Background: an optimization exercise with open tools, aiming at small area and a short achievable clock period. Do not read the settings as production practice. Function was checked by simulation only, so behaviour that the tests miss may differ from the original. Power and IR drop assume default switching activity.

## flow/design.v

```verilog
module fpadder(input [15:0] A, input [15:0] B, input clk, input rst, output reg [15:0] C);
wire [5:0] dbo = {1'b0, A[14:10]} - {1'b0, B[14:10]};
reg        sa1, sb1, abig1;
reg [4:0]  eb1, d1;
reg [9:0]  ma1, mb1;
always @(posedge clk) begin
	sa1   <= A[15];
	sb1   <= B[15];
	abig1 <= ~dbo[5] & ((|dbo[4:0]) | (A[9:0] > B[9:0]));
	eb1   <= B[14:10];
	d1    <= dbo[4:0];
	ma1   <= A[9:0];
	mb1   <= B[9:0];
end
wire [9:0]  xm1 = abig1 ? ma1 : mb1;
wire [9:0]  ym1 = abig1 ? mb1 : ma1;
wire [4:0]  sh1 = abig1 ? d1 : -d1;
wire [10:0] ys = {1'b1, ym1} >> sh1[3:0];
wire [10:0] yv = sh1[4] ? 11'd0 : ys;
wire        sub1 = sa1 ^ sb1;
reg        sign2, sub2;
reg [4:0]  exp2;    
reg [9:0]  xm2;
reg [10:0] ym2;
always @(posedge clk) begin
	sign2 <= abig1 ? sa1 : sb1;
	sub2  <= sub1;
	exp2  <= eb1 + (abig1 ? d1 : 5'd0) + 5'd1;
	xm2   <= xm1;
	ym2   <= yv ^ {11{sub1}};
end
wire [12:0] s = {2'b01, xm2, 1'b1} + {sub2, ym2, sub2};
reg        sign3;
reg [4:0]  exp3;    
reg [11:0] s3;
always @(posedge clk) begin
	sign3 <= sign2;
	exp3  <= exp2;
	s3    <= s[12:1];
end
reg [3:0] k;
always @(*) begin
	casez (s3[11:1])
	11'b1??????????: k = 4'd0;
	11'b01?????????: k = 4'd1;
	11'b001????????: k = 4'd2;
	11'b0001???????: k = 4'd3;
	11'b00001??????: k = 4'd4;
	11'b000001?????: k = 4'd5;
	11'b0000001????: k = 4'd6;
	11'b00000001???: k = 4'd7;
	11'b000000001??: k = 4'd8;
	11'b0000000001?: k = 4'd9;
	11'b00000000001: k = 4'd10;
	default:         k = 4'd1;
	endcase
end
wire [12:0] w = {s3, 1'b0} << k;
wire [5:0]  en = {exp3, 1'b1} + {1'b1, ~k, 1'b1};    
wire [4:0]  e = en[5:1];
wire zero = ~sign3 && exp3 == 5'd1 && s3 == 12'h800;
always @(posedge clk)
	C <= {sign3, e[4:1], e[0] & ~zero, w[11:2]};
endmodule
```

## flow/standard.sh

```bash
#!/bin/bash
# synth_recipe.tcl (not shown) runs the flow's synth.tcl, then flattens the netlist and writes it again
# the make line also repeats each setting of config.mk as NAME=value (left out here)
make -C /OpenROAD-flow-scripts/flow DESIGN_CONFIG=/design/flow/config.mk WORK_HOME=/design/flow/orfs CLKGATE_MAP_FILE= SYNTH_SCRIPT=/design/flow/synth_recipe.tcl "${@:-finish}"
```

## flow/config.mk

```make
export PLATFORM = sky130hd
export DESIGN_NAME = fpadder
export DESIGN_NICKNAME = fpadder
export VERILOG_FILES = /design/flow/design.v
export SDC_FILE = /design/flow/constraint.sdc
export NUM_CORES = 4
export LEC_CHECK = 0
export ABC_AREA = 1
export CAP_MARGIN = 20
export CORE_MARGIN = 2
export CORE_UTILIZATION = 40
export CTS_BUF_LIST = sky130_fd_sc_hd__clkbuf_4 sky130_fd_sc_hd__clkbuf_8
export CTS_CLUSTER_DIAMETER = 80
export CTS_CLUSTER_SIZE = 50
export SETUP_SLACK_MARGIN = 2.3
export SLEW_MARGIN = 20
export TNS_END_PERCENT = 0
```

## flow/flow/run.sh

```bash
#!/bin/bash
# Standard layout, with plain buffers (not delay cells) on the ports.
set -euo pipefail
export BUFFER_PORTS_ARGS="-buffer_cell sky130_fd_sc_hd__buf_2"
bash standard.sh > standard.log 2>&1
```

## flow/constraint.sdc

```tcl
create_clock -name core_clock -period 4.0 [get_ports {clk}]
set_input_delay 0.8000 -clock core_clock [delete_from_list [all_inputs] [get_ports {clk}]]
set_output_delay 0.8000 -clock core_clock [all_outputs]
set_load 0.01 [all_outputs]
```

==> summary.md, run 1 <==
| Metric | Value |
|---|---|
| Combinational power share | 48.6% |
| Routed Antenna Nets | 0 |
| Layout Utilization | 49.20% |
| Sequential group share of total power | 35.5% |
| Count of cell types in the netlist | 36 |
| Most used flip-flop cell after synthesis | dfxtp_1 |
| Gpl congestion | 0.8790 |
| Routed vias | 3880 |
| Remaining design rule violation count | 0 |
| Top Family by Delay on Critical Path | simple AND/OR/NAND/NOR gates |
| Peak fanout along the critical path | 7 |
| DRT iter0 DRCs | 139 |
| Die Width | between 100 and 150 µm |
| Worst-margin pin slew | 0.6342 ns |
| CP Depth | 11 |
| Int Power | 2.359 mW |
| Cells after DPL | roughly 780 |
| Via count of the first global-routing pass | 3699 |
| Commonest cells in the netlist | 152 x nand2_1, 95 x dfxtp_1, 61 x inv_1 |
| Final hold violations | 0 |
| Library cell with the largest summed area after synthesis | dfxtp_1 |
| Path class of the lowest-slack min-delay path | register to register |
| Worst Setup End Kind | register |
| CP bufs+invs | 3 |
| Total setup violations reported at the end of the flow | 0 |
| Worst setup margin | 2.036 ns |
| # IOs | 50 |
| Vertical die dimension | 111.9 µm |
| Largest incremental delay on the critical path | 0.37 ns |
| Syn avg cell area | 7.827 µm² |
| Type of element launching the critical path | register |
| TritonCTS clock tree | built |
| Worst path cell trace | inv_2 > nand2_4 > nor2_1 > nand2_2 > nand3_4 > buf_4 > clkinvlp_4 > ha_4 > nand2_1 > o21ai_2 > xor2_1 |
| Post-synthesis to final-layout area growth | 20.12% |
| Via-per-instance ratio | 4.749 |
| Number of inserted diodes | 0 |
| Worst EP required | between 4 and 5 ns |
| Final period demand of the worst path | 1.964 ns |
| Total wirelength of the detailed-routed design | 9612 µm |
| Post-synthesis cell area | 4657 µm² |
| Number of input and output port buffers inserted | 48 |
| Cells taking the most area after synthesis | dfxtp_1 41%, nand2_1 12%, ha_1 9.1% |
| First-pass GRT wire length | 16280 µm |
| Yosys warning count | 1 |
| Initial antenna violation count | 0 |
| Sinks on the clock net | 95 |
| CTS Buf Count | 9 |
| RSZ-0062 raised after global routing | yes |
| Count of state elements after synthesis | 95 |
| Instance count of the mapped netlist | 595 |
| Outcome | finished clean |
| Placed wire-length estimate after detailed placement | 7592 µm |
| Max-cap viol count | 0 |
| CTS root buffer | clkbuf_8 |
| Leakage power total | 2.771 nW |
| Most common cell in the synthesized netlist | nand2_1 |
| Clock slew at the register clock pins of the worst setup and hold paths | 0.09 ns |
| Period Utilization, post-route | 49.10% |
| Number of placement rows | 39 |
| Library cell contributing the largest single delay on the critical path | dfxtp_4 |
| Detailed Routing Iterations Pass 1 | 4 |
| Relative slew margins | a little under three fifths |
| Pin count of the biggest net entering global routing | 32 |
| Worst hold path cell count | 0 |
| Aggregate global-route resource usage | 15.80% |
| Maximum achievable frequency | approximately 510 MHz |
| Maximum clock path buffer count | 2 |
| Remaining global-route overflow | 0 |
| Count of H-tree levels built during CTS | 3 |
| Proportion of synthesized chip area in sequential cells | 40.84% |
| Power Density | 715.8 nW/µm² |
| Arrival @ worst endpoint | 2.25 ns |
| Post-Route Setup TNS | 0 ns |
| Count of non-filler cells in the finished layout | approximately 820 |
| Area share of the leading cell type in the synthesized netlist | 40.84% |
| R2R cell count | 11 |
| Effective utilization at floorplan | 40.96% |
| Die area | roughly 13000 µm² |
| Placeable core region | approximately 11000 µm² |
| Clock power frac | between 15 and 20% |
| Routed wirelength normalized by instance count | 11.76 µm |
| Number of flops mapped to enable cells by yosys | 0 |
| Switching fraction of total power | 41.09% |
| Hold-fix buffers at CTS | 0 |
| Minimum setup slack after placement | 1.536 ns |
| Power spent charging and discharging nets | 1.645 mW |
| Fraction of layout instances using a drive strength above 1 | 23.44% |
| Worst-skew pair later-pin latency | 0.36 ns |
| Post-layout nets | 741 |
| Worst VDD drop | 0.3984 mV |
| Synthesized netlist net count | 667 |
| Async S/R FF share, synth | 0% |
| Path type of the worst setup path | register to register |
| Total count of max-transition violations in the final report | 0 |
| Clock Skew | 0.01323 ns |
## cell families (layout without fill, tap and decap cells)
group,Yosys count,after routing,synth area share (%)
AND/OR/NAND/NOR,262,262,24.80
flip-flops,95,95,40.84
buffers and inverters,85,164,7.174
AO/OA/AOI/OAI,82,82,9.941
adder cells (fa/ha/maj),38,38,10.85
XOR/XNOR,32,32,6.180
multiplexers,1,1,0.2149
## power groups by stage
stage                     clock [mW]  combinational, mW  sequential, mW
after floorplan                    0               1.30            1.42
after global placement             0               1.70            1.43
after detailed placement           0               1.72            1.43
after CTS                      0.657               1.85            1.42
after global routing           0.696               2.20            1.45
final                          0.635               1.95            1.42
## per-stage QoR
| step | power, mW | hold WS, ns | instance area, µm² |
|---|---|---|---|
| floorplan | 2.722 | 0.3096 | 4690 |
| global route | 4.353 | 0.3379 | 5594 |
| global placement | 3.130 | 0.3133 | 5075 |
| detailed placement | 3.144 | 0.3121 | 5075 |
| finish | 4.004 | 0.3242 | 5594 |
| CTS | 3.933 | 0.3260 | 5468 |
## registers in the layout, summed over array words and instances, names as in the netlist
name and count:
C 16, abig1 1, d1 5, eb1 5, exp2 5, exp3 5, ma1 10, mb1 10
s3 12, sa1 1, sb1 1, sign2 1, sign3 1, sub2 1, xm2 10, ym2 11
## cell usage in the layout (no fill, tap or decap), drive strengths merged
| cell | n |
|---|---|
| nand2 | 162 |
| dfxtp | 95 |
| inv | 74 |
| buf | 74 |
| nand3 | 54 |
| ha | 34 |
| o21ai | 34 |
| nor2 | 33 |
| a21oi | 30 |
| xor2 | 26 |
| clkbuf | 10 |
| o211ai | 7 |
| xnor2 | 6 |
| a31oi | 5 |
| nand4 | 5 |
| fa | 4 |
| nor3 | 3 |
| nor4 | 3 |
| clkinv | 3 |
| a21o | 2 |
| clkinvlp | 2 |
| or2 | 2 |
| o21bai | 1 |
| a211o | 1 |
| o31ai | 1 |
| mux2i | 1 |
| o41ai | 1 |
| bufinv | 1 |
## final timing paths
path           from     to  slack [ns]
max          s3[10]  C[14]        2.04
min reg2reg   sign2  sign3        0.32
max reg2reg  s3[10]  C[14]        2.04
min           sign2  sign3        0.32
## routing by layer
metal  global-route usage (%)  wire length (µm)
met1                    18.43              4183
met5                        0                 0
met3                    3.103               332
met4                    5.514               169
met2                    28.77              4926
## final cells by class
type / instances / area, µm²
multi-input combinational: 415 / 2551
tap: 143 / 178.9
inverter: 74 / 290.3
fill: 1154 / 5776
clock buffer: 10 / 137.6
clock inverter: 6 / 66.31
timing repair buffer: 74 / 442.9
sequential: 95 / 1927
## timing repair
item | in CTS | in global routing
endpoints found under the hold margin | 0 | 0
pin swaps | 13 | 8
setup buffers | 12 | 11
gates resized for setup | 25 | 18
setup endpoints to repair | 32 | 34
==> run 2, diff against run 1 <==
--- a/flow/config.mk
+++ b/flow/config.mk
@@ -8,10 +8,10 @@
 export ABC_AREA = 1
 export CAP_MARGIN = 20
 export CORE_MARGIN = 2
-export CORE_UTILIZATION = 40
+export CORE_UTILIZATION = 65
 export CTS_BUF_LIST = sky130_fd_sc_hd__clkbuf_4 sky130_fd_sc_hd__clkbuf_8
 export CTS_CLUSTER_DIAMETER = 80
 export CTS_CLUSTER_SIZE = 50
-export SETUP_SLACK_MARGIN = 2.3
+export SETUP_SLACK_MARGIN = 2.0
 export SLEW_MARGIN = 20
 export TNS_END_PERCENT = 0
==> run 2 against run 1 <==
Clock-buffer cell count up 1. Still clean on timing, DRC and antenna. Clock skew up 0.0025 ns. Final area down 1.5%. Via count grew 6.6%. Routed wire length is 4.7% higher. Fmax shrank 2.4%. Combinational power about the same. Worst hold slack better by 0.0054 ns. Critical path type unchanged. Area after synthesis did not move. Register-to-register slack got worse by 0.05 ns. Largest cell class unchanged.
==> summary.md, run 2 <==
| Metric | Value |
|---|---|
| Via count of the first global-routing pass | 3881 (+4.9%) |
| Maximum clock path buffer count | 2 (unchanged) |
| Arrival @ worst endpoint | 2.30 ns (+0.05 ns) |
| Relative slew margins | 52.61% (-5.0 points) |
| Count of cell types in the netlist | 36 (unchanged) |
| Async S/R FF share, synth | 0% (unchanged) |
| Layout fillers | 478 (-59%) |
| Maximum achievable frequency | 496.8 MHz (-2.4%) |
| Vertical die dimension | 88.65 µm (-21%) |
| Path type of the worst setup path | register to register |
| RSZ-0062 raised after global routing | yes |
| Number of input and output port buffers inserted | 48 (unchanged) |
| Leakage power total | 2.749 nW (-0.80%) |
| Via-per-instance ratio | 5.419 (+14%) |
| Total setup violations reported at the end of the flow | 0 (unchanged) |
| Most used flip-flop cell after synthesis | dfxtp_1 |
| Detailed Routing Iterations Pass 1 | 5 (+1) |
| DRT iter0 DRCs | 203 (+46%) |
| Instance count of the mapped netlist | 595 (unchanged) |
| Period Utilization, post-route | 50.32% (+1.2 points) |
| Syn avg cell area | 7.827 µm² (unchanged) |
| Number of placement rows | 30 (-23%) |
| Worst VDD drop | 0.2906 mV (-27%) |
| Type of element launching the critical path | register |
| Routed vias | 4135 (+6.6%) |
| Sinks on the clock net | 95 (unchanged) |
| Outcome | finished clean |
| Gpl congestion | 0.9052 (+3.0%) |
| CTS Buf Count | 9 (unchanged) |
| Sum of internal, switching and leakage power | 4.111 mW (+2.7%) |
| Area share of the leading cell type in the synthesized netlist | 40.84% (unchanged) |
| Commonest cells in the netlist | 152 x nand2_1, 95 x dfxtp_1, 61 x inv_1 |
| Synthesized netlist net count | 667 (unchanged) |
| Post-layout nets | 734 (-0.94%) |
| Number of flops mapped to enable cells by yosys | 0 (unchanged) |
| Most frequent cells in the layout | 151 x nand2_1, 86 x dfxtp_1, 56 x inv_1, 52 x nand3_1, 48 x buf_2 |
| Remaining design rule violation count | 0 (unchanged) |
| Total wirelength of the detailed-routed design | 10070 µm (+4.7%) |
| # IOs | 50 (unchanged) |
| Die area | 7858 µm² (-37%) |
| Clock Skew | 0.01575 ns (+0.002520 ns) |
| Post-synthesis cell area | 4657 µm² (unchanged) |
| Worst setup margin | 1.987 ns (-0.04895 ns) |
| Number of inserted diodes | 0 (unchanged) |
| Cells taking the most area after synthesis | dfxtp_1 41%, nand2_1 12%, ha_1 9.1% |
| Post-synthesis to final-layout area growth | 18.38% |
| Routed Antenna Nets | 0 (unchanged) |
| Most common cell in the synthesized netlist | nand2_1 |
| Hold-fix buffers at CTS | 0 (unchanged) |
| Placed wire-length estimate after detailed placement | 7412 µm (-2.4%) |
| Count of state elements after synthesis | 95 (unchanged) |
| Worst-skew pair later-pin latency | 0.36 ns (about the same) |
| Pin count of the biggest net entering global routing | 32 (unchanged) |
| Initial antenna violation count | 0 (unchanged) |
| Minimum setup slack after placement | 1.237 ns (-0.2984 ns) |
| Worst Setup End Kind | register |
| Die Width | 88.65 µm (-21%) |
| Remaining global-route overflow | 0 (unchanged) |
| CTS root buffer | clkbuf_8 |
| Yosys warning count | 1 (unchanged) |
| Clock slew at the register clock pins of the worst setup and hold paths | 0.09 ns (about the same) |
| Aggregate global-route resource usage | 26.15% (+10 points) |
| Placeable core region | 6869 µm² (-40%) |
| Fraction of layout instances using a drive strength above 1 | 22.49% (-0.95 points) |
| Worst-margin pin slew | 0.7084 ns (+0.07417 ns) |
| Proportion of synthesized chip area in sequential cells | 40.84% (unchanged) |
| Most common cell after layout, fill and taps aside | nand2_1 |
| Post-Route Setup TNS | 0 ns (unchanged) |
| Max reg flops | 16 (unchanged) |
| Peak fanout along the critical path | 5 (-2) |
| Most flop-heavy register | C |
| Registers with the most flip-flops | C x16, s3 x12, ym2 x11 |
| TritonCTS clock tree | built |
| Max-cap viol count | 0 (unchanged) |
| First-pass GRT wire length | 15990 µm (-1.8%) |
| Path class of the lowest-slack min-delay path | register to register |
| Final hold violations | 0 (unchanged) |
| Routed wirelength normalized by instance count | 13.19 µm (+12%) |
| Worst EP required | 4.29 ns (about the same) |
| Power Density | 745.7 nW/µm² (+4.2%) |
| Effective utilization at floorplan | 67.80% (+27 points) |
| Total count of max-transition violations in the final report | 0 (unchanged) |
| Library cell with the largest summed area after synthesis | dfxtp_1 |
| Final period demand of the worst path | 2.013 ns (+0.04895 ns) |
| Count of H-tree levels built during CTS | 3 (unchanged) |
-- run 2: changes by cell type in the layout (fill, tap and decap cells not counted), sizes merged --
cell    previous run  this run
buf               74        67
clkinv             3         1
bufinv             1         2
clkbuf            10        11
-- run 2: cell type report --
| cell class | count | area [µm²] | area share, % |
|---|---|---|---|
| clock buffers | 11 | 151.4 | 2.746 |
| clock inverters | 5 | 86.33 | 1.566 |
| inverters | 74 | 287.8 | 5.220 |
| multi-input cells | 415 | 2552 | 46.30 |
| flip-flops and latches | 95 | 1928 | 34.98 |
| well taps | 96 | 120.1 | 2.179 |
| repair buffers | 67 | 386.6 | 7.013 |
-- run 2: kinds of logic after synthesis --
logic type      after synthesis  synth area share, %
flops                        95                40.84
mux                           1               0.2149
compound gates               82                9.941
xor+xnor                     32                6.180
fa+ha+maj                    38                10.85
buf+inv                      85                7.174
simple gates                262                24.80
-- run 2: per-stage QoR --
stage / std cells / hold WS (ns) / util [%] / instance area, µm²
2_1_floorplan: 595 / 0.3096 / - / 4690
3_3_place_gp: 730 / 0.3100 / 72.91 / 5009
3_5_place_dp: 730 / 0.3128 / 72.91 / 5009
4_1_cts: 753 / 0.3267 / 77.96 / 5355
5_1_grt: 763 / 0.3366 / 80.26 / 5513
6_report: 763 / 0.3296 / 80.26 / 5513
-- run 2: worst max-delay path: stages, from the launching register on --
cell and delay [ns]:
dfxtp_4 0.39, inv_2 0.07, nand2_4 0.09, nor2_1 0.06, nand2_2 0.12, nand2_2 0.09
a21oi_4 0.22, nand2_8 0.09, ha_4 0.18, fa_2 0.36, o21ai_2 0.13, xor2_1 0.16
-- run 2: worst paths after layout --
path / to / slack (ns) / start / cells past startpoint
worst max-delay path: C[14] / 1.99 / s3[10] / 11
worst min-delay path: sign3 / 0.33 / sign2 / 0
worst max register to register: C[14] / 1.99 / s3[10] / 11
worst min register to register: sign3 / 0.33 / sign2 / 0
-- run 2: routing by layer --
layer,vias to the layer above,part of all wire (%),GRT usage [%]
met5,-,0,0
met4,0,4.3,12.26
met3,37,4.4,5.037
met2,147,54,50.81
met1,1885,38,26.39
li1,2066,-,-
-- run 2: report_power, final --
group / total, mW / switching (mW) / internal, mW
combinational: 1.96 / 1.19 / 0.775
sequential: 1.43 / 0.179 / 1.25
clock: 0.720 / 0.328 / 0.392
-- run 2: what timing repair did --
item                                    4_1_cts  5_1_grt
resized for setup                            14       26
endpoints found under the setup margin       23       18
pin swaps                                     6        6
buffers inserted                              7       10
==> run 3, diff against run 2 <==
--- a/flow/config.mk
+++ b/flow/config.mk
@@ -5,7 +5,6 @@
 export SDC_FILE = /design/flow/constraint.sdc
 export NUM_CORES = 4
 export LEC_CHECK = 0
-export ABC_AREA = 1
 export CAP_MARGIN = 20
 export CORE_MARGIN = 2
 export CORE_UTILIZATION = 65
==> run 3 against run 2 <==
Clock power is 9.0% lower. Non-clock buffer count is 4 lower. Final cell count is 20% lower. Fmax is 6.3% lower. Core utilization is 1.9 points lower. Final area is 2.9% lower. Clock-buffer cell count is 1 higher. Via count is 18% lower. Synthesized cell count is 24% lower. Sequential power hardly changed. Sequential share of layout area is 0.91 points higher.
==> summary.md, run 3 <==
| Metric | Value |
|---|---|
| DRT iter0 DRCs | 120 (-41%) |
| DR top layer | met4 |
| Worst Setup End Kind | register |
| Arrival @ worst endpoint | 2.44 ns (+0.14 ns) |
| Wire length on met1 | 3874 µm (+2.0%) |
| Total count of max-transition violations in the final report | 0 (unchanged) |
| Worst VDD drop | 0.3258 mV (+12%) |
| Post-synthesis to final-layout area growth | 16.38% |
| Power Density | 720.9 nW/µm² (-3.3%) |
| Largest incremental delay on the critical path | 0.39 ns (about the same) |
| Library cell contributing the largest single delay on the critical path | dfxtp_4 |
| Routed vias | 3405 (-18%) |
| Compound-gate portion of the synthesized area | 14.78% (+4.8 points) |
| Placed wire-length estimate after detailed placement | 6486 µm (-12%) |
| Instance count of the mapped netlist | 451 (-24%) |
| Sinks on the clock net | 95 (unchanged) |
| Number of flops mapped to enable cells by yosys | 0 (unchanged) |
| Most used flip-flop cell after synthesis | dfxtp_1 |
| Remaining global-route overflow | 0 (unchanged) |
| CTS Buf Count | 9 (unchanged) |
| Clock Skew | 0.006864 ns (-0.008884 ns) |
| Yosys warning count | 1 (unchanged) |
| Hold Path Origin | exp2[3] |
| Count of H-tree levels built during CTS | 3 (unchanged) |
| Library cell with the largest summed area after synthesis | dfxtp_1 |
| Startpoint of the most critical setup path | s3[2] |
| Most flop-heavy register | C |
| Number of input and output port buffers inserted | 48 (unchanged) |
| Combinational family with the most area after synthesis | compound AO/OA/AOI/OAI gates |
| Path class of the lowest-slack min-delay path | register to register |
| Most common cell after layout, fill and taps aside | dfxtp_1 |
| Via-per-instance ratio | 5.546 (+2.3%) |
| Cells taking the most area after synthesis | dfxtp_1 41%, ha_1 9.3%, xnor2_1 5.0% |
| Max reg flops | 16 (unchanged) |
| Fraction of layout instances using a drive strength above 1 | 26.25% (+3.8 points) |
| First-pass GRT wire length | 14100 µm (-12%) |
| Met2 wire len | 4530 µm (-16%) |
| Syn avg cell area | 10.20 µm² (+30%) |
| Worst-skew pair later-pin latency | 0.35 ns (about the same) |
| Fraction of synthesized area in multiplexers | 11.18% (+11 points) |
| Total wirelength of the detailed-routed design | 8877 µm (-12%) |
| RSZ-0062 raised after global routing | yes |
| Gpl congestion | 0.8603 (-5.0%) |
| Sum of internal, switching and leakage power | 3.858 mW (-6.2%) |
| Worst setup margin | 1.852 ns (-0.1356 ns) |
| Initial antenna violation count | 0 (unchanged) |
| Post-synthesis xor/xnor area fraction | 5.905% (-0.27 points) |
| Most frequent cells in the layout | 86 x dfxtp_1, 48 x buf_2, 42 x inv_1, 33 x ha_1, 32 x nor2_1 |
| Relative slew margins | 56.59% (+4.0 points) |
| Period Utilization, post-route | 53.71% (+3.4 points) |
| Max-cap viol count | 0 (unchanged) |
| Async S/R FF share, synth | 0% (unchanged) |
| Maximum clock path buffer count | 2 (unchanged) |
| Die area | 7762 µm² (-1.2%) |
| Simple logic cell fraction of the synthesized area | 10.64% (-14 points) |
| Detailed-routed wire length on met3 | 306 µm (-30%) |
| Final period demand of the worst path | 2.148 ns (+0.1356 ns) |
| CTS root buffer | clkbuf_8 |
| Via count of the first global-routing pass | 3157 (-19%) |
| Detailed Routing Iterations Pass 1 | 5 (unchanged) |
| Type of element launching the critical path | register |
| Hold-fix buffers at CTS | 0 (unchanged) |
| Share of synthesized cell area in full adder, half adder and majority cells | 10.99% (+0.14 points) |
| Routed wirelength normalized by instance count | 14.46 µm (+9.6%) |
| Dpl cell area | 4951 µm² (-1.1%) |
| Effective utilization at floorplan | 67.31% (-0.49 points) |
| Clock slew at the register clock pins of the worst setup and hold paths | 0.09 ns (about the same) |
| Count of cell types in the netlist | 64 (+78%) |
| Die Width | 88.11 µm (-0.61%) |
| Count of state elements after synthesis | 95 (unchanged) |
| Path type of the worst setup path | register to register |
| Routed Antenna Nets | 0 (unchanged) |
| Proportion of synthesized chip area in sequential cells | 41.36% (+0.52 points) |
| Area share of the leading cell type in the synthesized netlist | 41.36% (+0.52 points) |
| Maximum achievable frequency | 465.5 MHz (-6.3%) |
| Leakage power total | 2.408 nW (-12%) |
| Peak fanout along the critical path | 10 (+5) |
| Post-synthesis cell area | 4598 µm² (-1.3%) |
| Post-layout nets | 585 (-20%) |
| Synthesized netlist net count | 523 (-22%) |
| Number of inserted diodes | 0 (unchanged) |
| Worst EP required | 4.29 ns (about the same) |
| Minimum setup slack after placement | 1.425 ns (+0.1876 ns) |
| TritonCTS clock tree | built |
| Worst flop-to-flop path startpoint | s3[2] |
| Placeable core region | 6832 µm² (-0.55%) |
| Post-Route Setup TNS | 0 ns (unchanged) |
| Commonest cells in the netlist | 95 x dfxtp_1, 43 x inv_1, 34 x ha_1 |
| Registers with the most flip-flops | C x16, s3 x12, ym2 x11 |
| # IOs | 50 (unchanged) |
| Worst path cell trace | and2b_2 > a211o_2 > a21bo_4 > inv_4 > ha_1 > a21o_1 > a21oi_1 > xnor2_1 |
| Worst-margin pin slew | 0.6479 ns (-0.06047 ns) |
| Pin count of the biggest net entering global routing | 33 (+3.1%) |
| Aggregate global-route resource usage | 23.38% (-2.8 points) |
| Final standard cell area without fillers | 5351 µm² (-2.9%) |
| Number of placement rows | 30 (unchanged) |
| Vertical die dimension | 88.11 µm (-0.61%) |
| Outcome | finished clean |
| Remaining design rule violation count | 0 (unchanged) |
| Total setup violations reported at the end of the flow | 0 (unchanged) |
| Slack of the worst reg-to-reg path | 1.85 ns (-0.14 ns) |
| Final hold violations | 0 (unchanged) |
| Most common cell in the synthesized netlist | dfxtp_1 |
run 3: cell count changes after synthesis, moves of 9 or more:
cell      before  now
inv_2         13    2
mux2_2         0   12
a21oi_1       29   20
xor2_1        25    5
nand3_1       53    9
mux2i_1        1   15
xnor2_1        6   26
a211oi_1       0   12
mux4_2         0    9
nand2_1      152   15
inv_1         61   43
o21ai_0       30   13
run 3: cell type report:
class                           count  area (µm²)
Clock buffer                       12       158.9
Clock inverter                      4       52.55
Fill cell                         456        1480
Inverter                           45       171.4
Multi-Input combinational cell    299        2555
Sequential cell                    95        1921
Tap cell                           96       120.1
Timing Repair Buffer               63       372.9
run 3: stage by stage:
stage / std cells / util (%) / hold slack (ns)
2_1_floorplan: 451 / - / 0.3096
3_3_place_gp: 585 / 72.47 / 0.3103
3_5_place_dp: 585 / 72.47 / 0.3121
4_1_cts: 612 / 77.66 / 0.3275
5_1_grt: 614 / 78.33 / 0.3320
6_report: 614 / 78.33 / 0.3262
run 3: kinds of logic (layout without fill, tap and decap cells):
logic type,count (synthesis),in the layout
XOR/XNOR,31,31
AND/OR/NAND/NOR,96,96
flip-flops,95,95
AO/OA/AOI/OAI,96,96
adder cells (fa/ha/maj),38,38
multiplexers,38,38
buffers and inverters,57,124
run 3: path summary, 6_finish.rpt:
check	to	cells past startpoint
min	exp3[3]	0
max reg2reg	C[13]	8
max	C[13]	8
min reg2reg	exp3[3]	0
run 3: layer usage:
metal	up-vias	track usage, %
met4	0	7.989
met3	17	5.184
met1	1598	27.95
met5	-	0
li1	1718	-
met2	72	41.60
run 3: power breakdown:
group	total [mW]	internal (mW)	leakage [nW]	switching, mW
Sequential	1.44	1.24	0.802	0.198
Clock	0.655	0.333	0.110	0.322
Combinational	1.77	0.842	1.49	0.924
run 3: critical path, delay by kind of cell (launching register included):
family | cells | cell delay [ns]
AND/OR/NAND/NOR | 1 | 0.23
XOR/XNOR | 1 | 0.14
buffers and inverters | 1 | 0.13
AO/OA/AOI/OAI | 4 | 0.95
adder cells (fa/ha/maj) | 1 | 0.24
flip-flops | 1 | 0.39
run 3: timing repair:
item	4_1_cts	5_1_grt
resized for setup	15	6
endpoints found under the setup margin	26	28
buffers inserted	11	2
pin swaps	6	1
==> run 4, diff against run 3 <==
--- a/flow/config.mk
+++ b/flow/config.mk
@@ -8,9 +8,9 @@
 export CAP_MARGIN = 20
 export CORE_MARGIN = 2
 export CORE_UTILIZATION = 65
-export CTS_BUF_LIST = sky130_fd_sc_hd__clkbuf_4 sky130_fd_sc_hd__clkbuf_8
-export CTS_CLUSTER_DIAMETER = 80
-export CTS_CLUSTER_SIZE = 50
+export CTS_BUF_LIST = sky130_fd_sc_hd__clkbuf_8 sky130_fd_sc_hd__clkbuf_16
+export CTS_CLUSTER_DIAMETER = 500
+export CTS_CLUSTER_SIZE = 100
 export SETUP_SLACK_MARGIN = 2.0
 export SLEW_MARGIN = 20
 export TNS_END_PERCENT = 0
==> run 4 against run 3 <==
Fmax unchanged. Die area unchanged. Global-route usage unchanged. Combinational power about the same. Clock power down 1%. Non-clock buffer count unchanged. Critical path type unchanged. Largest cell class unchanged. Largest power group unchanged.
==> summary.md, run 4 <==
| Metric | Value |
|---|---|
| Outcome | finished clean |
| Cells taking the most area after synthesis | dfxtp_1 41%, ha_1 9.3%, xnor2_1 5.0% |
| Path type of the worst setup path | register to register |
| Hold-fix buffers at CTS | 0 (unchanged) |
| Number of input and output port buffers inserted | 48 (unchanged) |
| Aggregate global-route resource usage | 23.38% (unchanged) |
| Final period demand of the worst path | 2.148 ns (unchanged) |
| Worst Setup End Kind | register |
| Vertical die dimension | 88.11 µm (unchanged) |
| Post-layout nets | 585 (unchanged) |
| Most common cell in the synthesized netlist | dfxtp_1 |
| Maximum clock path buffer count | 2 (unchanged) |
| Total count of max-transition violations in the final report | 0 (unchanged) |
| Routed wirelength normalized by instance count | 14.47 µm (about the same) |
| Most used flip-flop cell after synthesis | dfxtp_1 |
| Yosys warning count | 1 (unchanged) |
| Share of synthesized cell area in full adder, half adder and majority cells | 10.99% (unchanged) |
| Hold Path Origin | exp2[3] |
| Total wirelength of the detailed-routed design | 8882 µm (about the same) |
| Worst hold path cell count | 0 (unchanged) |
| Most frequent cells in the layout | 86 x dfxtp_1, 48 x buf_2, 43 x inv_1, 33 x ha_1, 32 x nor2_1 |
| TritonCTS clock tree | built |
| Remaining global-route overflow | 0 (unchanged) |
| Registers with the most flip-flops | C x16, s3 x12, ym2 x11 |
| WHS Endpoint | exp3[3] |
| Number of flops mapped to enable cells by yosys | 0 (unchanged) |
| Sum of internal, switching and leakage power | 3.849 mW (-0.23%) |
| Area share of the leading cell type in the synthesized netlist | 41.36% (unchanged) |
| Commonest cells in the netlist | 95 x dfxtp_1, 43 x inv_1, 34 x ha_1 |
| Fraction of synthesized area in multiplexers | 11.18% (unchanged) |
| Post-synthesis to final-layout area growth | 16.30% (about the same) |
| CTS Buf Count | 9 (unchanged) |
| Worst-skew pair later-pin latency | 0.35 ns (about the same) |
| R2R cell count | 8 (unchanged) |
| Simple logic cell fraction of the synthesized area | 10.64% (unchanged) |
| RSZ-0062 raised after global routing | yes |
| Async S/R FF share, synth | 0% (unchanged) |
| Arrival @ worst endpoint | 2.44 ns (about the same) |
| Clock Skew | 0.006864 ns (-0.0000003300 ns) |
| Detailed Routing Iterations Pass 1 | 5 (unchanged) |
| Type of element launching the critical path | register |
| Terminus of the critical flop-to-flop path | C[13] |
| Most flop-heavy register | C |
| Worst EP required | 4.29 ns (about the same) |
| # IOs | 50 (unchanged) |
| Placed wire-length estimate after detailed placement | 6486 µm (unchanged) |
| Number of placement rows | 30 (unchanged) |
| Gpl congestion | 0.8603 (unchanged) |
| Max-cap viol count | 0 (unchanged) |
| First-pass GRT wire length | 14100 µm (unchanged) |
| Max reg flops | 16 (unchanged) |
| Routed Antenna Nets | 0 (unchanged) |
| Worst VDD drop | 0.3259 mV (about the same) |
| Count of state elements after synthesis | 95 (unchanged) |
| Library cell with the largest summed area after synthesis | dfxtp_1 |
| Final hold violations | 0 (unchanged) |
| Total setup violations reported at the end of the flow | 0 (unchanged) |
| Count of H-tree levels built during CTS | 3 (unchanged) |
| Slack of the worst reg-to-reg path | 1.85 ns (about the same) |
| Maximum achievable frequency | 465.5 MHz (unchanged) |
| Power Density | 719.8 nW/µm² (-0.16%) |
| Die area | 7762 µm² (unchanged) |
| Relative slew margins | 56.59% (unchanged) |
| Leakage power total | 2.408 nW (about the same) |
| Compound-gate portion of the synthesized area | 14.78% (unchanged) |
| Path class of the lowest-slack min-delay path | register to register |
| Sinks on the clock net | 95 (unchanged) |
| Placeable core region | 6832 µm² (unchanged) |
| Most common cell after layout, fill and taps aside | dfxtp_1 |
| Worst flop-to-flop path startpoint | s3[2] |
| Post-synthesis cell area | 4598 µm² (unchanged) |
| Worst-margin pin slew | 0.6479 ns (+0.0000006557 ns) |
| Proportion of synthesized chip area in sequential cells | 41.36% (unchanged) |
| Post-Route Setup TNS | 0 ns (unchanged) |
| Combinational family with the most area after synthesis | compound AO/OA/AOI/OAI gates |
| Peak fanout along the critical path | 10 (unchanged) |
| Effective utilization at floorplan | 67.31% (unchanged) |
| Fraction of layout instances using a drive strength above 1 | 26.06% (-0.19 points) |
| CTS root buffer | clkbuf_8 |
| Period Utilization, post-route | 53.71% (unchanged) |
| DRT iter0 DRCs | 120 (unchanged) |
| Initial antenna violation count | 0 (unchanged) |
| Die Width | 88.11 µm (unchanged) |
| Instance count of the mapped netlist | 451 (unchanged) |
| Synthesized netlist net count | 523 (unchanged) |
| Via count of the first global-routing pass | 3157 (unchanged) |
| Count of cell types in the netlist | 64 (unchanged) |
| Syn avg cell area | 10.20 µm² (unchanged) |
| Layout fillers | 458 (+0.44%) |
| Remaining design rule violation count | 0 (unchanged) |
| Number of inserted diodes | 0 (unchanged) |
| Post-synthesis xor/xnor area fraction | 5.905% (unchanged) |
| Clock slew at the register clock pins of the worst setup and hold paths | 0.09 ns (about the same) |
| Via-per-instance ratio | 5.544 (about the same) |
| Pin count of the biggest net entering global routing | 33 (unchanged) |
| Routed vias | 3404 (-0.029%) |
run 4: cell count changes in the layout (fill, tap and decap cells not counted):
cell	previous run	this run
clkbuf_4	1	0
inv_1	42	43
run 4: repair_timing:
item,in CTS,in global routing
endpoints found under the hold margin,0,0
pin swaps,6,1
setup buffers,11,2
resized for setup,15,6
endpoints found under the setup margin,26,28
run 4: worst max-delay path, stage by stage (launching register included):
cell,delay (ns)
dfxtp_4,0.39
and2b_2,0.23
a211o_2,0.33
a21bo_4,0.27
inv_4,0.13
ha_1,0.24
a21o_1,0.17
a21oi_1,0.18
xnor2_1,0.14
run 4: through the flow:
step,util (%),setup slack [ns],cells,hold slack [ns],cell area (µm²)
floorplan,-,1.862,451,0.3096,4648
CTS,77.60,1.855,612,0.3278,5301
global placement,72.47,1.517,585,0.3103,4951
detailed placement,72.47,1.425,585,0.3121,4951
global route,78.28,1.773,614,0.3323,5348
finish,78.28,1.852,614,0.3265,5348
run 4: where the power goes:
| group | internal, mW | switching [mW] |
|---|---|---|
| registers | 1.24 | 0.198 |
| clock network | 0.323 | 0.322 |
| logic | 0.842 | 0.924 |
| total | 2.40 | 1.45 |
run 4: metal layers:
metal	vias up	share of wire [%]	GRT usage, %
met5	-	0	0
met4	0	1.9	7.989
met2	72	51	41.60
met1	1597	44	27.95
met3	17	3.4	5.184
li1	1718	-	-
run 4: area by class of cell:
type	instances	area (µm²)	share of cell area, %
multi-input combinational	299	2555	47.78
sequential	95	1921	35.91
timing repair buffer	63	372.9	6.972
inverter	45	171.4	3.205
clock buffer	11	151.4	2.831
tap	96	120.1	2.246
clock inverter	5	56.30	1.053
run 4: kinds of logic (layout without fill, tap and decap cells):
| group | Yosys count | count (layout) |
|---|---|---|
| multiplexers | 38 | 38 |
| AND/OR/NAND/NOR | 96 | 96 |
| AO/OA/AOI/OAI | 96 | 96 |
| flip-flops | 95 | 95 |
| adder cells (fa/ha/maj) | 38 | 38 |
| buffers and inverters | 57 | 124 |
| XOR/XNOR | 31 | 31 |
run 4: worst max-delay path by stage:
stage / from / to / cells after the start
detailed placement: d1[0] / ym2[1] / 7
CTS: s3[5] / C[14] / 10
floorplan: s3[7] / C[14] / 10
global placement: d1[0] / ym2[1] / 7
global route: s3[7] / C[14] / 10
finish: s3[2] / C[13] / 8
==> run 5, diff against run 4 <==
--- a/flow/design.v
+++ b/flow/design.v
@@ -1,22 +1,22 @@
 module fpadder(input [15:0] A, input [15:0] B, input clk, input rst, output reg [15:0] C);
 wire [5:0] dbo = {1'b0, A[14:10]} - {1'b0, B[14:10]};
+wire [4:0] dba = B[14:10] - A[14:10];
 reg        sa1, sb1, abig1;
-reg [4:0]  eb1, d1;
+reg [4:0]  eb1, ad1;
 reg [9:0]  ma1, mb1;
 always @(posedge clk) begin
 	sa1   <= A[15];
 	sb1   <= B[15];
 	abig1 <= ~dbo[5] & ((|dbo[4:0]) | (A[9:0] > B[9:0]));
 	eb1   <= B[14:10];
-	d1    <= dbo[4:0];
+	ad1   <= dbo[5] ? dba : dbo[4:0];
 	ma1   <= A[9:0];
 	mb1   <= B[9:0];
 end
 wire [9:0]  xm1 = abig1 ? ma1 : mb1;
 wire [9:0]  ym1 = abig1 ? mb1 : ma1;
-wire [4:0]  sh1 = abig1 ? d1 : -d1;
-wire [10:0] ys = {1'b1, ym1} >> sh1[3:0];
-wire [10:0] yv = sh1[4] ? 11'd0 : ys;
+wire [10:0] ys = {1'b1, ym1} >> ad1[3:0];
+wire [10:0] yv = ad1[4] ? 11'd0 : ys;
 wire        sub1 = sa1 ^ sb1;
 reg        sign2, sub2;
 reg [4:0]  exp2;    
@@ -25,7 +25,7 @@
 always @(posedge clk) begin
 	sign2 <= abig1 ? sa1 : sb1;
 	sub2  <= sub1;
-	exp2  <= eb1 + (abig1 ? d1 : 5'd0) + 5'd1;
+	exp2  <= eb1 + (abig1 ? ad1 : 5'd0) + 5'd1;
 	xm2   <= xm1;
 	ym2   <= yv ^ {11{sub1}};
 end
--- a/flow/config.mk
+++ b/flow/config.mk
@@ -8,9 +8,9 @@
 export CAP_MARGIN = 20
 export CORE_MARGIN = 2
 export CORE_UTILIZATION = 65
-export CTS_BUF_LIST = sky130_fd_sc_hd__clkbuf_8 sky130_fd_sc_hd__clkbuf_16
-export CTS_CLUSTER_DIAMETER = 500
-export CTS_CLUSTER_SIZE = 100
+export CTS_BUF_LIST = sky130_fd_sc_hd__clkbuf_4 sky130_fd_sc_hd__clkbuf_8
+export CTS_CLUSTER_DIAMETER = 80
+export CTS_CLUSTER_SIZE = 50
 export SETUP_SLACK_MARGIN = 2.0
 export SLEW_MARGIN = 20
 export TNS_END_PERCENT = 0
==> run 5 against run 4 <==
Still clean. Via count rose by 8.3%. Sequential cell count did not move. Area after synthesis up 5.0%. Final cell count up 6.0%. Critical endpoint is now C[9]. Largest cell class unchanged. Largest power group unchanged. Highest routed layer unchanged.
==> summary.md, run 5 <==
| Metric | Value |
|---|---|
| Remaining design rule violation count | 0 (unchanged) |
| Routed wirelength normalized by instance count | 15.18 µm (+4.9%) |
| Number of input and output port buffers inserted | 48 (unchanged) |
| CTS root buffer | clkbuf_8 |
| Library cell contributing the largest single delay on the critical path | or4_4 |
| Effective utilization at floorplan | 66.94% (-0.36 points) |
| Proportion of synthesized chip area in sequential cells | 39.38% (-2.0 points) |
| Post-synthesis cell area | 4830 µm² (+5.0%) |
| Number of inserted diodes | 0 (unchanged) |
| Most frequent cells in the layout | 86 x dfxtp_1, 48 x buf_2, 41 x inv_1, 35 x ha_1, 30 x nor2_1 |
| Most common cell in the synthesized netlist | dfxtp_1 |
| Total count of max-transition violations in the final report | 0 (unchanged) |
| Layout fillers | 509 (+11%) |
| Worst Setup End Kind | register |
| Post-layout nets | 623 (+6.5%) |
| Routed vias | 3688 (+8.3%) |
| Arrival @ worst endpoint | 2.38 ns (-0.06 ns) |
| Post-synthesis to final-layout area growth | 15.00% |
| TritonCTS clock tree | built |
| Count of cell types in the netlist | 53 (-17%) |
| Area share of the leading cell type in the synthesized netlist | 39.38% (-2.0 points) |
| DRT iter0 DRCs | 85 (-29%) |
| Gpl congestion | 0.9086 (+5.6%) |
| Registers with the most flip-flops | C x16, s3 x12, ym2 x11 |
| Multi-input gate area in the final layout | 2780 µm² (+8.8%) |
| Cells taking the most area after synthesis | dfxtp_1 39%, ha_1 9.6%, mux2i_1 5.0% |
| Clock Skew | 0.01143 ns (+0.004568 ns) |
| Total setup violations reported at the end of the flow | 0 (unchanged) |
| First-pass GRT wire length | 16770 µm (+19%) |
| Power Density | 700.1 nW/µm² (-2.7%) |
| Pin count of the biggest net entering global routing | 23 (-30%) |
| Worst VDD drop | 0.2683 mV (-18%) |
| Final period demand of the worst path | 2.139 ns (-0.009920 ns) |
| Type of element launching the critical path | register |
| Outcome | finished clean |
| Most common cell after layout, fill and taps aside | dfxtp_1 |
| Remaining global-route overflow | 0 (unchanged) |
| CTS Buf Count | 9 (unchanged) |
| Period Utilization, post-route | 53.46% (-0.25 points) |
| Worst path cell trace | or4_4 > o21ai_4 > o21ai_4 > buf_4 > mux2i_4 > o221ai_2 > a311o_1 |
| Routed Antenna Nets | 0 (unchanged) |
| Syn avg cell area | 9.816 µm² (-3.7%) |
| Count of state elements after synthesis | 95 (unchanged) |
| Vertical die dimension | 90.20 µm (+2.4%) |
| Sinks on the clock net | 95 (unchanged) |
| Count of H-tree levels built during CTS | 3 (unchanged) |
| Initial antenna violation count | 0 (unchanged) |
| Instance count of the mapped netlist | 492 (+9.1%) |
| Via count of the first global-routing pass | 3802 (+20%) |
| Async S/R FF share, synth | 0% (unchanged) |
| Total area of sequential cells | 1918 µm² (-0.13%) |
| Aggregate global-route resource usage | 25.14% (+1.8 points) |
| Clock slew at the register clock pins of the worst setup and hold paths | 0.09 ns (about the same) |
| Library cell with the largest summed area after synthesis | dfxtp_1 |
| Largest incremental delay on the critical path | 0.56 ns (+0.17 ns) |
| Leakage power total | 2.501 nW (+3.8%) |
| Via-per-instance ratio | 5.665 (+2.2%) |
| CP most frequent cell | o21ai_4 |
| Number of placement rows | 31 (+3.3%) |
| Sum of internal, switching and leakage power | 3.889 mW (+1.0%) |
| Path class of the lowest-slack min-delay path | register to register |
| Maximum achievable frequency | 467.6 MHz (+0.46%) |
| Max-cap viol count | 0 (unchanged) |
| Path type of the worst setup path | register to register |
| Most flop-heavy register | C |
| Synthesized netlist net count | 568 (+8.6%) |
| RSZ-0062 raised after global routing | yes |
| Detailed Routing Iterations Pass 1 | 4 (-1) |
| Max reg flops | 16 (unchanged) |
| Most used flip-flop cell after synthesis | dfxtp_1 |
| Relative slew margins | 61.50% (+4.9 points) |
| Total wirelength of the detailed-routed design | 9880 µm (+11%) |
| Worst-margin pin slew | 0.5768 ns (-0.07115 ns) |
| Post-Route Setup TNS | 0 ns (unchanged) |
| Placed wire-length estimate after detailed placement | 7144 µm (+10%) |
| Maximum clock path buffer count | 2 (unchanged) |
| Number of flops mapped to enable cells by yosys | 0 (unchanged) |
| Commonest cells in the netlist | 95 x dfxtp_1, 42 x inv_1, 37 x ha_1 |
| Die Width | 90.20 µm (+2.4%) |
| Die area | 8136 µm² (+4.8%) |
| Placeable core region | 7214 µm² (+5.6%) |
| # IOs | 50 (unchanged) |
| Fraction of layout instances using a drive strength above 1 | 24.64% (-1.4 points) |
| Peak fanout along the critical path | 12 (+2) |
| Worst-skew pair later-pin latency | 0.35 ns (about the same) |
| Final hold violations | 0 (unchanged) |
| Yosys warning count | 1 (unchanged) |
| Worst EP required | 4.24 ns (-0.05 ns) |
-- run 5: metal layers --
layer	part of all wire [%]	routed length, µm	up-vias	GRT usage (%)
met5	0	0	-	0
met4	1.4	142	0	7.949
met3	4.0	394	18	5.197
met2	54	5332	110	49.06
met1	41	4010	1725	26.74
li1	-	-	1835	-
-- run 5: cell families after synthesis --
group	count (synthesis)	share of synthesized area [%]
DFF	95	39.38
AOI/OAI and AO/OA	101	14.40
buffers and inverters	63	5.363
xor gates and xnor gates	32	5.803
muxes	45	11.74
adders and majority gates	42	11.66
and+or+nand+nor	114	11.66
-- run 5: final cells by class --
| type | instances | area share, % |
|---|---|---|
| clock buffer | 10 | 2.365 |
| clock inverter | 6 | 1.216 |
| inverter | 43 | 3.041 |
| multi-input combinational | 334 | 50.06 |
| sequential | 95 | 34.53 |
| tap | 99 | 2.230 |
| timing repair buffer | 64 | 6.556 |
-- run 5: where the power goes --
group	switching, mW	internal (mW)
Clock	0.325	0.300
Combinational	0.925	0.853
Sequential	0.250	1.23
-- run 5: repair_timing --
item | in CTS | in global routing
buffers inserted | 12 | 2
pin swaps | 8 | 4
resized for setup | 29 | 3
hold buffers | 0 | 0
endpoints found under the setup margin | 33 | 28
-- run 5: path summary, 6_finish.rpt --
path                               from  cells after the start  slack [ns]       to
worst max-delay path              s3[4]                      7        1.86     C[9]
worst min-delay path            exp2[1]                      0        0.33  exp3[1]
worst max register to register    s3[4]                      7        1.86     C[9]
worst min register to register  exp2[1]                      0        0.33  exp3[1]
-- run 5: critical path, delay by kind of cell, from the launching register on --
family	cells	cell delay (ns)
AOI/OAI and AO/OA	4	0.66
buffers and inverters	1	0.22
DFF	1	0.37
muxes	1	0.22
and+or+nand+nor	1	0.56
-- run 5: through the flow --
step                      area [µm²]  hold slack, ns  util [%]  std cells  setup slack [ns]
after floorplan                 4855          0.3096         -        492             1.714
after global placement          5132          0.3109     71.14        621             1.391
after detailed placement        5132          0.3164     71.14        621             1.355
after CTS                       5529          0.3364     76.64        649             1.850
after global routing            5554          0.3485     76.99        651             1.755
final                           5554          0.3344     76.99        651             1.861
==> run 6, diff against run 5 <==
--- a/flow/config.mk
+++ b/flow/config.mk
@@ -5,6 +5,7 @@
 export SDC_FILE = /design/flow/constraint.sdc
 export NUM_CORES = 4
 export LEC_CHECK = 0
+export ABC_AREA = 1
 export CAP_MARGIN = 20
 export CORE_MARGIN = 2
 export CORE_UTILIZATION = 65
==> run 6 against run 5 <==
Via count is 6.3% higher. Register-to-register slack better by 0.13 ns. Clock-buffer cell count is 1 lower. Worst hold slack worse by 0.0040 ns. Setup slack better by 0.13 ns. Largest power group unchanged. Area after synthesis is 2.0% lower. Routed wire length is 5.0% lower. Combinational power is 3% lower.
==> summary.md, run 6 <==
| Metric | Value |
|---|---|
| Leakage power total | 2.707 nW (+8.3%) |
| Post-synthesis cell area | 4731 µm² (-2.0%) |
| Outcome | finished clean |
| Pin count of the biggest net entering global routing | 34 (+48%) |
| Number of input and output port buffers inserted | 48 (unchanged) |
| First-pass GRT wire length | 15620 µm (-6.8%) |
| R2R cell count | 8 (+1) |
| Placed wire-length estimate after detailed placement | 7363 µm (+3.1%) |
| RSZ-0062 raised after global routing | yes |
| Aggregate global-route resource usage | 25.12% (about the same) |
| TritonCTS clock tree | built |
| Yosys warning count | 1 (unchanged) |
| Detailed-routed wire length on met3 | 307 µm (-22%) |
| Routed vias | 3919 (+6.3%) |
| Type of element launching the critical path | register |
| Area share of the leading cell type in the synthesized netlist | 40.20% (+0.82 points) |
| Period Utilization, post-route | 50.21% (-3.3 points) |
| Most flop-heavy register | C |
| Count of H-tree levels built during CTS | 3 (unchanged) |
| Clock slew at the register clock pins of the worst setup and hold paths | 0.10 ns (about the same) |
| Gpl congestion | 0.9209 (+1.4%) |
| Final hold violations | 0 (unchanged) |
| Number of inserted diodes | 0 (unchanged) |
| Worst setup margin | 1.992 ns (+0.1301 ns) |
| Most common cell in the synthesized netlist | nand2_1 |
| Registers with the most flip-flops | C x16, s3 x12, ym2 x11 |
| Path class of the lowest-slack min-delay path | register to register |
| Cells taking the most area after synthesis | dfxtp_1 40%, ha_1 9.8%, nand2_1 9.7% |
| Post-synthesis to final-layout area growth | 15.39% |
| Post-layout nets | 723 (+16%) |
| Startpoint of the most critical setup path | sub2 |
| Effective utilization at floorplan | 66.29% (-0.66 points) |
| Total setup violations reported at the end of the flow | 0 (unchanged) |
| Count of state elements after synthesis | 95 (unchanged) |
| Die Width | 89.31 µm (-0.99%) |
| Most common cell after layout, fill and taps aside | nand2_1 |
| Clock Skew | 0.01402 ns (+0.002585 ns) |
| Final period demand of the worst path | 2.008 ns (-0.1301 ns) |
| Worst VDD drop | 0.2648 mV (-1.3%) |
| Sinks on the clock net | 95 (unchanged) |
| Count of cell types in the netlist | 44 (-17%) |
| Largest incremental delay on the critical path | 0.48 ns (-0.08 ns) |
| Initial antenna violation count | 0 (unchanged) |
| Placeable core region | 7137 µm² (-1.1%) |
| Dpl cell area | 5105 µm² (-0.54%) |
| Total count of max-transition violations in the final report | 0 (unchanged) |
| Maximum achievable frequency | 497.9 MHz (+6.5%) |
| Library cell with the largest summed area after synthesis | dfxtp_1 |
| Wire length on met1 | 3830 µm (-4.5%) |
| Async S/R FF share, synth | 0% (unchanged) |
| Final standard cell area without fillers | 5459 µm² (-1.7%) |
| Worst-margin pin slew | 1.036 ns (+0.4591 ns) |
| Library cell contributing the largest single delay on the critical path | fa_1 |
| Hold-fix buffers at CTS | 0 (unchanged) |
| Proportion of synthesized chip area in sequential cells | 40.20% (+0.82 points) |
| Power Density | 687.8 nW/µm² (-1.8%) |
| Number of flops mapped to enable cells by yosys | 0 (unchanged) |
| Die area | 7976 µm² (-2.0%) |
| Met2 wire len | 5031 µm (-5.6%) |
| Peak fanout along the critical path | 3 (-9) |
| Remaining global-route overflow | 0 (unchanged) |
| Most frequent cells in the layout | 121 x nand2_1, 87 x dfxtp_1, 60 x inv_1, 49 x nand3_1, 48 x buf_2 |
| Worst path cell trace | inv_1 > fa_1 > nor3_1 > nor2_1 > o21ai_0 > nand3_1 > nand2_1 > xor2_1 |
| Path type of the worst setup path | register to register |
| Max-cap viol count | 0 (unchanged) |
| Vertical die dimension | 89.31 µm (-0.99%) |
| Hold Path Origin | sign2 |
| Sum of internal, switching and leakage power | 3.755 mW (-3.4%) |
| Fraction of layout instances using a drive strength above 1 | 20.25% (-4.4 points) |
| Routed wirelength normalized by instance count | 12.49 µm (-18%) |
| Via count of the first global-routing pass | 3739 (-1.7%) |
| Post-Route Setup TNS | 0 ns (unchanged) |
| Total wirelength of the detailed-routed design | 9382 µm (-5.0%) |
| Synthesized netlist net count | 660 (+16%) |
| DR top layer | met4 |
| Maximum clock path buffer count | 2 (unchanged) |
| DRT iter0 DRCs | 102 (+20%) |
| Detailed Routing Iterations Pass 1 | 4 (unchanged) |
| Worst flop-to-flop path startpoint | sub2 |
| Arrival @ worst endpoint | 2.30 ns (-0.08 ns) |
| Syn avg cell area | 8.101 µm² (-17%) |
| Max reg flops | 16 (unchanged) |
| Worst EP required | 4.29 ns (+0.05 ns) |
| Relative slew margins | 30.71% (-31 points) |
| Remaining design rule violation count | 0 (unchanged) |
| Routed Antenna Nets | 0 (unchanged) |
| Worst Setup End Kind | register |
| Worst-skew pair later-pin latency | 0.37 ns (+0.02 ns) |
| Minimum setup slack after placement | 1.755 ns (+0.3998 ns) |
| Via-per-instance ratio | 5.218 (-7.9%) |
| CTS Buf Count | 9 (unchanged) |
| Number of placement rows | 31 (unchanged) |
| Instance count of the mapped netlist | 584 (+19%) |
| Commonest cells in the netlist | 122 x nand2_1, 95 x dfxtp_1, 65 x inv_1 |
| CTS root buffer | clkbuf_8 |
| Layout Utilization | 76.49% (-0.50 points) |
| # IOs | 50 (unchanged) |
| Most used flip-flop cell after synthesis | dfxtp_1 |
| Worst hold path cell count | 0 (unchanged) |
==> run 6: cell types whose count changed after synthesis, sizes merged, moves of 8 or more <==
cell / previous run / this run
clkbuf: 12 / 4
inv: 42 / 74
mux2: 13 / 0
mux2i: 25 / 1
nand2: 24 / 132
nand3: 7 / 55
nor2b: 9 / 0
o21ai: 16 / 44
xnor2: 19 / 10
xor2: 13 / 24
==> run 6: timing repair <==
action | 4_1_cts | 5_1_grt
setup buffers | 12 | 0
hold endpoints to repair | 0 | 0
pin swaps | 9 | 3
resized for setup | 14 | 9
setup endpoints to repair | 5 | 21
==> run 6: power by group <==
group | switching (mW) | internal (mW)
clock network | 0.361 | 0.245
logic | 1.04 | 0.693
registers | 0.177 | 1.24
==> run 6: logic make-up (layout without fill, tap and decap cells) <==
group                      after synthesis  after routing  synth area share, %
adders and majority gates               42             42                11.90
and+or+nand+nor                        239            239                23.57
xor gates and xnor gates                34             34                6.295
AOI/OAI and AO/OA                       89             89                10.63
DFF                                     95             95                40.20
muxes                                    1              1               0.2116
buffers and inverters                   84            152                7.194
==> run 6: critical path: cells and delay by family (launching register included) <==
kind	cells	cell delay (ns)
xor+xnor	1	0.14
buf+inv	1	0.08
simple gates	4	0.53
compound gates	1	0.32
flops	1	0.39
fa+ha+maj	1	0.48
==> run 6: path summary, 6_finish.rpt <==
kind / to / slack, ns
hold reg to reg: sign3 / 0.33
hold / removal: sign3 / 0.33
setup reg to reg: s3[9] / 1.99
setup / recovery: s3[9] / 1.99
==> run 6: final cells by class <==
cell class,instances,area (µm²)
clock buffers,9,123.9
clock inverters,7,73.82
fillers,555,1678
inverters,74,291.5
multi-input cells,405,2570
flip-flops and latches,95,1919
well taps,99,123.9
repair buffers,62,356.6
==> run 6: metrics by stage <==
| step | std cells | hold WS [ns] |
|---|---|---|
| after floorplan | 584 | 0.3096 |
| after detailed placement | 723 | 0.3128 |
| after global placement | 723 | 0.3121 |
| after global routing | 751 | 0.3392 |
| final | 751 | 0.3304 |
| after CTS | 751 | 0.3331 |
==> run 6: routing by layer <==
metal | GRT usage [%] | vias to the layer above
li1 | - | 2039
met1 | 27.27 | 1772
met2 | 47.54 | 86
met3 | 5.171 | 22
met4 | 9.498 | 0
met5 | 0 | -
==> run 7, diff against run 6 <==
--- a/flow/config.mk
+++ b/flow/config.mk
@@ -12,6 +12,7 @@
 export CTS_BUF_LIST = sky130_fd_sc_hd__clkbuf_4 sky130_fd_sc_hd__clkbuf_8
 export CTS_CLUSTER_DIAMETER = 80
 export CTS_CLUSTER_SIZE = 50
+export GPL_TIMING_DRIVEN = 1
 export SETUP_SLACK_MARGIN = 2.0
 export SLEW_MARGIN = 20
 export TNS_END_PERCENT = 0
==> run 7 against run 6 <==
Area after synthesis stayed put. Synthesized cell count stayed put. First-iteration DRC count stayed put. Critical path type unchanged. Clock skew stayed put. Register-to-register slack hardly changed. Non-clock buffer count stayed put. Via count stayed put. Critical path depth stayed put. Fmax stayed put. Highest routed layer unchanged. Combinational power hardly changed. Sequential cell count stayed put. Routed wire length stayed put.
==> summary.md, run 7 <==
| Metric | Value |
|---|---|
| Effective utilization at floorplan | 66.29% (unchanged) |
| Commonest cells in the netlist | 122 x nand2_1, 95 x dfxtp_1, 65 x inv_1 |
| Maximum achievable frequency | 497.9 MHz (unchanged) |
| Count of H-tree levels built during CTS | 3 (unchanged) |
| Proportion of synthesized chip area in sequential cells | 40.20% (unchanged) |
| Worst EP required | 4.29 ns (about the same) |
| Most common cell after layout, fill and taps aside | nand2_1 |
| Power Density | 687.8 nW/µm² (unchanged) |
| Worst flop-to-flop path startpoint | sub2 |
| Number of input and output port buffers inserted | 48 (unchanged) |
| Most used flip-flop cell after synthesis | dfxtp_1 |
| Count of state elements after synthesis | 95 (unchanged) |
| Post-synthesis to final-layout area growth | 15.39% (unchanged) |
| Sum of internal, switching and leakage power | 3.755 mW (unchanged) |
| Max-cap viol count | 0 (unchanged) |
| Number of flops mapped to enable cells by yosys | 0 (unchanged) |
| Die area | 7976 µm² (unchanged) |
| Syn avg cell area | 8.101 µm² (unchanged) |
| TritonCTS clock tree | built |
| Layout Utilization | 76.49% (unchanged) |
| Top Family by Delay on Critical Path | simple AND/OR/NAND/NOR gates |
| Relative slew margins | 30.71% (unchanged) |
| Final period demand of the worst path | 2.008 ns (unchanged) |
| R2R cell count | 8 (unchanged) |
| Routed vias | 3919 (unchanged) |
| Period Utilization, post-route | 50.21% (unchanged) |
| Cells after DPL | 723 (unchanged) |
| Compound-gate portion of the synthesized area | 10.63% (unchanged) |
| Startpoint of the most critical setup path | sub2 |
| Clock slew at the register clock pins of the worst setup and hold paths | 0.10 ns (about the same) |
| Worst setup margin | 1.992 ns (unchanged) |
| Terminus of the critical flop-to-flop path | s3[9] |
| Number of inserted diodes | 0 (unchanged) |
| Post-synthesis xor/xnor area fraction | 6.295% (unchanged) |
| Path type of the worst setup path | register to register |
| Most common cell in the synthesized netlist | nand2_1 |
| Combinational family with the most area after synthesis | simple AND/OR/NAND/NOR gates |
| Largest incremental delay on the critical path | 0.48 ns (about the same) |
| Routed Antenna Nets | 0 (unchanged) |
| Registers with the most flip-flops | C x16, s3 x12, ym2 x11 |
| Number of placement rows | 31 (unchanged) |
| Count of cell types in the netlist | 44 (unchanged) |
| Type of element launching the critical path | register |
| Detailed Routing Iterations Pass 1 | 4 (unchanged) |
| Arrival @ worst endpoint | 2.30 ns (about the same) |
| Post-synthesis cell area | 4731 µm² (unchanged) |
| CP bufs+invs | 1 (unchanged) |
| Yosys warning count | 1 (unchanged) |
| Routed wirelength normalized by instance count | 12.49 µm (unchanged) |
| Placeable core region | 7137 µm² (unchanged) |
| Sinks on the clock net | 95 (unchanged) |
| Clock Skew | 0.01402 ns (unchanged) |
| Worst-skew pair later-pin latency | 0.37 ns (about the same) |
| CP Depth | 8 (unchanged) |
| Total count of max-transition violations in the final report | 0 (unchanged) |
| Hold-fix buffers at CTS | 0 (unchanged) |
| DRT iter0 DRCs | 102 (unchanged) |
| Most frequent cells in the layout | 121 x nand2_1, 87 x dfxtp_1, 60 x inv_1, 49 x nand3_1, 48 x buf_2 |
| First-pass GRT wire length | 15620 µm (unchanged) |
| Aggregate global-route resource usage | 25.12% (unchanged) |
| Remaining design rule violation count | 0 (unchanged) |
| Share of synthesized cell area in full adder, half adder and majority cells | 11.90% (unchanged) |
| RSZ-0062 raised after global routing | yes |
| # IOs | 50 (unchanged) |
| Simple logic cell fraction of the synthesized area | 23.57% (unchanged) |
| Path class of the lowest-slack min-delay path | register to register |
| Worst-margin pin slew | 1.036 ns (unchanged) |
| CTS Buf Count | 9 (unchanged) |
| Critical path capture point | s3[9] |
| Area share of the leading cell type in the synthesized netlist | 40.20% (unchanged) |
| Fraction of synthesized area in multiplexers | 0.2116% (unchanged) |
| Library cell contributing the largest single delay on the critical path | fa_1 |
| Synthesized netlist net count | 660 (unchanged) |
| Final hold violations | 0 (unchanged) |
| Vertical die dimension | 89.31 µm (unchanged) |
| Fraction of layout instances using a drive strength above 1 | 20.25% (unchanged) |
| Slack of the worst reg-to-reg path | 1.99 ns (about the same) |
| Post-layout nets | 723 (unchanged) |
| Cells taking the most area after synthesis | dfxtp_1 40%, ha_1 9.8%, nand2_1 9.7% |
| Leakage power total | 2.707 nW (unchanged) |
| Maximum clock path buffer count | 2 (unchanged) |
| Total setup violations reported at the end of the flow | 0 (unchanged) |
| Placed wire-length estimate after detailed placement | 7363 µm (unchanged) |
| Post-Route Setup TNS | 0 ns (unchanged) |
| Peak fanout along the critical path | 3 (unchanged) |
| Worst VDD drop | 0.2648 mV (unchanged) |
| Initial antenna violation count | 0 (unchanged) |
| Most flop-heavy register | C |
| Minimum setup slack after placement | 1.755 ns (unchanged) |
| Via-per-instance ratio | 5.218 (unchanged) |
| Outcome | finished clean |
| Count of non-filler cells in the finished layout | 751 (unchanged) |
| Pin count of the biggest net entering global routing | 34 (unchanged) |
| Total wirelength of the detailed-routed design | 9382 µm (unchanged) |
| Worst path cell trace | inv_1 > fa_1 > nor3_1 > nor2_1 > o21ai_0 > nand3_1 > nand2_1 > xor2_1 |
| Remaining global-route overflow | 0 (unchanged) |
| Instance count of the mapped netlist | 584 (unchanged) |
| Async S/R FF share, synth | 0% (unchanged) |
| Gpl congestion | 0.9209 (unchanged) |
| Via count of the first global-routing pass | 3739 (unchanged) |
| Worst Setup End Kind | register |
| CTS root buffer | clkbuf_8 |
| Library cell with the largest summed area after synthesis | dfxtp_1 |
| Max reg flops | 16 (unchanged) |
| Die Width | 89.31 µm (unchanged) |
==> run 7: cell counts after synthesis <==
No cell type changed its count.
==> run 7: cell families after synthesis <==
group	Yosys count
and+or+nand+nor	239
DFF	95
AOI/OAI and AO/OA	89
buffers and inverters	84
adders and majority gates	42
xor gates and xnor gates	34
muxes	1
==> run 7: worst min-delay path by stage <==
stage | depth (start not counted) | slack [ns] | startpoint | end
CTS | 0 | 0.33 | sign2 | sign3
detailed placement | 0 | 0.31 | exp2[1] | exp3[1]
finish | 0 | 0.33 | sign2 | sign3
floorplan | 0 | 0.31 | exp2[0] | exp3[0]
global route | 0 | 0.34 | sign2 | sign3
global placement | 0 | 0.31 | exp2[4] | exp3[4]
==> run 7: layer usage <==
metal / GRT usage [%] / wire length (µm)
met4: 9.498 / 212
met3: 5.171 / 307
met5: 0 / 0
met1: 27.27 / 3830
met2: 47.54 / 5031
==> run 7: repair_timing <==
item | 4_1_cts | 5_1_grt
endpoints found under the setup margin | 5 | 21
resized for setup | 14 | 9
pin swaps | 9 | 3
setup buffers | 12 | 0
==> run 7: layout make-up <==
| type | instances | area, µm² |
|---|---|---|
| Fill cell | 555 | 1678 |
| Inverter | 74 | 291.5 |
| Clock buffer | 9 | 123.9 |
| Multi-Input combinational cell | 405 | 2570 |
| Clock inverter | 7 | 73.82 |
| Timing Repair Buffer | 62 | 356.6 |
| Tap cell | 99 | 123.9 |
| Sequential cell | 95 | 1919 |
==> run 7: per-stage QoR <==
stage,hold WS [ns],instance area [µm²]
after CTS,0.3331,5443
final,0.3304,5459
after detailed placement,0.3128,5105
after global routing,0.3392,5459
after global placement,0.3121,5105
after floorplan,0.3096,4796
==> run 7: worst reg2reg max path, stage by stage, from the launching register on <==
cell	delay, ns
dfxtp_1	0.39
inv_1	0.08
fa_1	0.48
nor3_1	0.21
nor2_1	0.10
o21ai_0	0.32
nand3_1	0.12
nand2_1	0.10
xor2_1	0.14
==> run 7: power by group <==
part / switching [mW] / leakage (nW) / total (mW) / internal [mW]
combinational: 1.04 / 1.80 / 1.73 / 0.693
clock: 0.361 / 0.101 / 0.606 / 0.245
sequential: 0.177 / 0.802 / 1.42 / 1.24

==> separate check: timing with driven ports <==
Ports are ideal in the flow. The routed layouts listed here were re-timed in OpenROAD. Step 1: set_driving_cell puts a clkbuf_16 on clk and a buf_2 on each other input, an assumption about the parent block. Step 2 also shifts input and output timing later by t, the mid clock arrival at the registers, as if the neighbouring blocks saw the same clock. a / b / c = ideal ports / drivers / drivers and shift; a / b = the first two.
| run | t, ns | slack for setup (ns) | slew at the worst register clock pin (ns) |
|---|---|---|---|
| run 1 | 0.386 | 2.036 / 2.036 / 1.706 | 0.09 / 0.09 |
| run 2 | 0.378 | 1.987 / 1.987 / 1.767 | 0.09 / 0.09 |
| run 3 | 0.381 | 1.852 / 1.852 / 1.704 | 0.09 / 0.09 |
| run 4 | 0.381 | 1.852 / 1.852 / 1.704 | 0.09 / 0.09 |
| run 5 | 0.379 | 1.861 / 1.861 / 1.503 | 0.09 / 0.09 |
| run 6 | 0.389 | 1.992 / 1.992 / 1.737 | 0.10 / 0.10 |
| run 7 | 0.389 | 1.992 / 1.992 / 1.737 | 0.10 / 0.10 |
After both steps every run listed still meets setup and hold. The setup slack of run 5, which loses most, moves by 0.000 ns with the drivers and by -0.358 ns with both steps.
